What follows belongs to an exercise in optimizing a design on an open flow for a short achievable clock period and few clock cycles; a production flow would make more cautious choices.
The RTL was checked by simulation tests, not by an equivalence proof against the original design.
Power and IR drop assume default switching activity.

// y86
module y86 (
    input             clk,
    input             rst,
    output            imem_req,
    output     [63:0] imem_addr,
    input             imem_ready,
    input      [79:0] imem_rdata,
    output            dmem_req,
    output            dmem_we,
    output     [63:0] dmem_addr,
    output     [63:0] dmem_wdata,
    input             dmem_ready,
    input      [63:0] dmem_rdata,
    output            halted,
    output     [1:0]  stat,
    output     [63:0] halt_pc,
    input      [3:0]  dbg_raddr,
    output     [63:0] dbg_rdata
);
clock: 12.0 ns
lec_check: 0
cap_margin: 20
core_margin: 2
core_utilization: 30
place_density: 0.45
slew_margin: 20
synth_hierarchical: 1
standard.sh (not shown) runs the stock make flow with config.mk's settings and CLKGATE_MAP_FILE= SYNTH_SCRIPT=/design/flow/synth_recipe.tcl, a recipe that flattens the netlist after the stock synthesis.
==> flow/flow/run.sh <==
#!/bin/bash
# Layout: the standard ORFS flow (standard synthesis unchanged), with
# port buffers that resizing may change to any drive strength, timing repair
# that aims for a shorter period than the clock's, and, after global routing,
# a slew and capacitance repair and antenna diodes placed with a margin
# (flow/antenna.tcl). ORFS's own logs stay under orfs/logs.
set -euo pipefail
here=$(pwd)
bash standard.sh MATCH_CELL_FOOTPRINT=0 \
  "BUFFER_PORTS_ARGS=-buffer_cell sky130_fd_sc_hd__buf_6" \
  SETUP_SLACK_MARGIN=7 \
  POST_GLOBAL_ROUTE_TCL=$here/flow/antenna.tcl \
  MAX_REPAIR_ANTENNAS_ITER_DRT=10 \
  finish > standard_flow.log 2>&1
==> flow/flow/antenna.tcl <==
# After global routing and its timing repair: fix the max slew and max
# capacitance that timing repair may have left (on the global routes, with
# a wide margin), then insert antenna diodes with a wide margin, so that
# detailed routing leaves no antenna violation to fix by routing again.
estimate_parasitics -global_routing
global_route -start_incremental
repair_design -slew_margin 40 -cap_margin 40
detailed_placement
global_route -end_incremental
estimate_parasitics -global_routing
repair_antennas -ratio_margin 50 -iterations 5
check_placement
The starting point finished clean.
Testbench counts at the start, summed over its fixed seeds: cycles 21,951.
Change:
--- a/flow/design.v
+++ b/flow/design.v
@@ -109,21 +109,21 @@
     wire [3:0] dE2  = stk2 ? 4'h4 : rB2;
     wire       wM2  = mr2 | pp2;
     wire       uA2  = op2 | rr2 | rm2 | ps2;
     wire       uB2  = op2 | rm2 | mr2;
     wire raw = (wEm1 & ((uA2 & dE1 == rA2) | (uB2 & dE1 == rB2) | (stk2 & dE1 == 4'h4))) |
                (wM1  & ((uA2 & rA1 == rA2) | (uB2 & rA1 == rB2) | (stk2 & rA1 == 4'h4)));
     wire waw = (wEm1 & wEm2 & dE1 == dE2) | (wEm1 & wM2 & dE1 == rA2) |
                (wM1 & wEm2 & rA1 == dE2) | (wM1 & wM2 & rA1 == rA2);
     wire ccd = op1 & (rr2 | jx2) & (fn2 != 4'h0);
     wire iss2n = iss1 & ~cl1 & ~rt1 & fit & ~stop2 & ~raw & ~waw & ~ccd &
-                 ~(mem1 & mem2) & ~rm2 & ~ps2;
+                 ~(mem1 & mem2);
     wire jt1   = iss1 & jx1 & cond1;
     wire jt2   = iss2n & jx2 & cond2;
     wire iss2  = iss2n & ~jt1;
     wire [63:0] hi_inc;
     y86_add64 a_hi (.a({4'd0, base[63:4]}), .b(64'd0), .cin(1'b1), .s(hi_inc));
     wire [63:0] inc [1:11];
     genvar j;
     generate
         for (j = 1; j <= 11; j = j + 1) begin : incs
             wire [4:0] lo = {1'b0, base[3:0]} + j;
@@ -161,22 +161,22 @@
     y86_rdmux rd_a2 (.regs(rf_all), .sel(rA2), .out(rfA2));
     y86_rdmux rd_b2 (.regs(rf_all), .sel(rB2), .out(rfB2));
     wire [63:0] rdA1 = fwd(rA1, rfA1);
     wire [63:0] rdB1 = fwd(rB1, rfB1);
     wire [63:0] rdA2 = fwd(rA2, rfA2);
     wire [63:0] rdB2 = fwd(rB2, rfB2);
     wire [63:0] rdSP = fwd(4'h4, rf[4]);
     wire [63:0] m8 = 64'hffff_ffff_ffff_fff8;
     wire [63:0] a1_n = (op1 | rr1) ? rdA1 : ir1 ? valC1 : (cl1 | ps1) ? m8 : 64'd8;
     wire [63:0] b1_n = (op1 | rm1 | mr1) ? rdB1 : stk1 ? rdSP : 64'd0;
-    wire [63:0] a2_n = (op2 | rr2) ? rdA2 : ir2 ? valC2 : cl2 ? m8 : 64'd8;
-    wire [63:0] b2_n = (op2 | mr2) ? rdB2 : stk2 ? rdSP : 64'd0;
+    wire [63:0] a2_n = (op2 | rr2) ? rdA2 : ir2 ? valC2 : (cl2 | ps2) ? m8 : 64'd8;
+    wire [63:0] b2_n = (op2 | rm2 | mr2) ? rdB2 : stk2 ? rdSP : 64'd0;
     always @(posedge clk) begin
         if (rst) begin
             pc     <= 64'd0;
             halt_r <= 1'b0;
             stat_r <= 2'd0;
             v1     <= 1'b0;
             v2     <= 1'b0;
             mv     <= 1'b0;
             zf     <= 1'b1;
             sf     <= 1'b0;
@@ -229,32 +229,32 @@
             wE2    <= op2 | (rr2 & cond2) | ir2 | stk2;
             dstE2  <= dE2;
             if (mem1) begin
                 m_rd   <= mr1 | rt1 | pp1;
                 m_wr   <= rm1 | cl1 | ps1;
                 m_ret  <= rt1;
                 m_wM   <= wM1;
                 m_dstM <= rA1;
             end else begin
                 m_rd   <= mr2 | rt2 | pp2;
-                m_wr   <= cl2;
+                m_wr   <= rm2 | cl2 | ps2;
                 m_ret  <= rt2;
                 m_wM   <= wM2;
                 m_dstM <= rA2;
             end
         end
         if (!stall)
-            m_d <= mem1 ? (cl1 ? ret1 : rdA1) : ret2;
+            m_d <= mem1 ? (cl1 ? ret1 : rdA1) : (cl2 ? ret2 : rdA2);
     end
     wire [63:0] m_b_n   = mem1 ? b1_n : b2_n;
     wire [63:0] m_off_n = mem1 ? ((rm1 | mr1) ? valC1 : (cl1 | ps1) ? m8 : 64'd0) :
-                                 (mr2 ? valC2 : cl2 ? m8 : 64'd0);
+                                 ((rm2 | mr2) ? valC2 : (cl2 | ps2) ? m8 : 64'd0);
     always @(posedge clk) begin
         if (rst) begin
             a1    <= 64'd0;
             b1    <= 64'd0;
             a2    <= 64'd0;
             b2    <= 64'd0;
             m_b   <= 64'd0;
             m_off <= 64'd0;
         end else if (!stall) begin
             a1    <= a1_n;
Result: The new run finished with timing, DRC and antenna clean. Total power went up by 6.2%. Fmax went down by about 0.35%. First-iteration DRC count went up by about 1%. Register-to-register slack loses 0.18 ns. Area after synthesis went up by 2.3%. Sequential share of layout area went down by 0.30 points. Non-clock buffer count went up by 149. Setup slack loses 0.024 ns. Via count went up by 3.9%. Count of clock-buffer cells in the layout went up by 34. Cell count went up by 3.0%. Final area went up by about 2.1%. Global-route usage went down by 0.52 points.
Testbench counts after the change, summed over its fixed seeds: cycles 21,692.

[separate check: timing with driven ports]
How much do the figures lean on ideal ports? The routed layouts below were timed once more, with nothing changed but the port constraints.
Step 1 assumes that a clkbuf_16 drives the clock port and a buf_2 every other input.
Step 2 moves the port delays by t, midway between the first and last clock arrival at a register: inputs arrive t later, outputs are due t later. That takes back most of the time a late clock gives input paths.
Slacks: no drivers / after step 1 / after step 2; pairs: no drivers / after step 1.
| run | t, ns | setup WS [ns] | slew at the worst register clock pin (ns) |
|---|---|---|---|
| the first run | 1.181 | 5.078 / 4.859 / 4.577 | 0.08 / 0.08 |
| the second run | 1.186 | 5.054 / 4.660 / 4.323 | 0.08 / 0.08 |
After both steps every run listed still meets setup and hold. The setup slack of the second run, which loses most, moves by -0.394 ns with the drivers and by -0.731 ns with both steps.
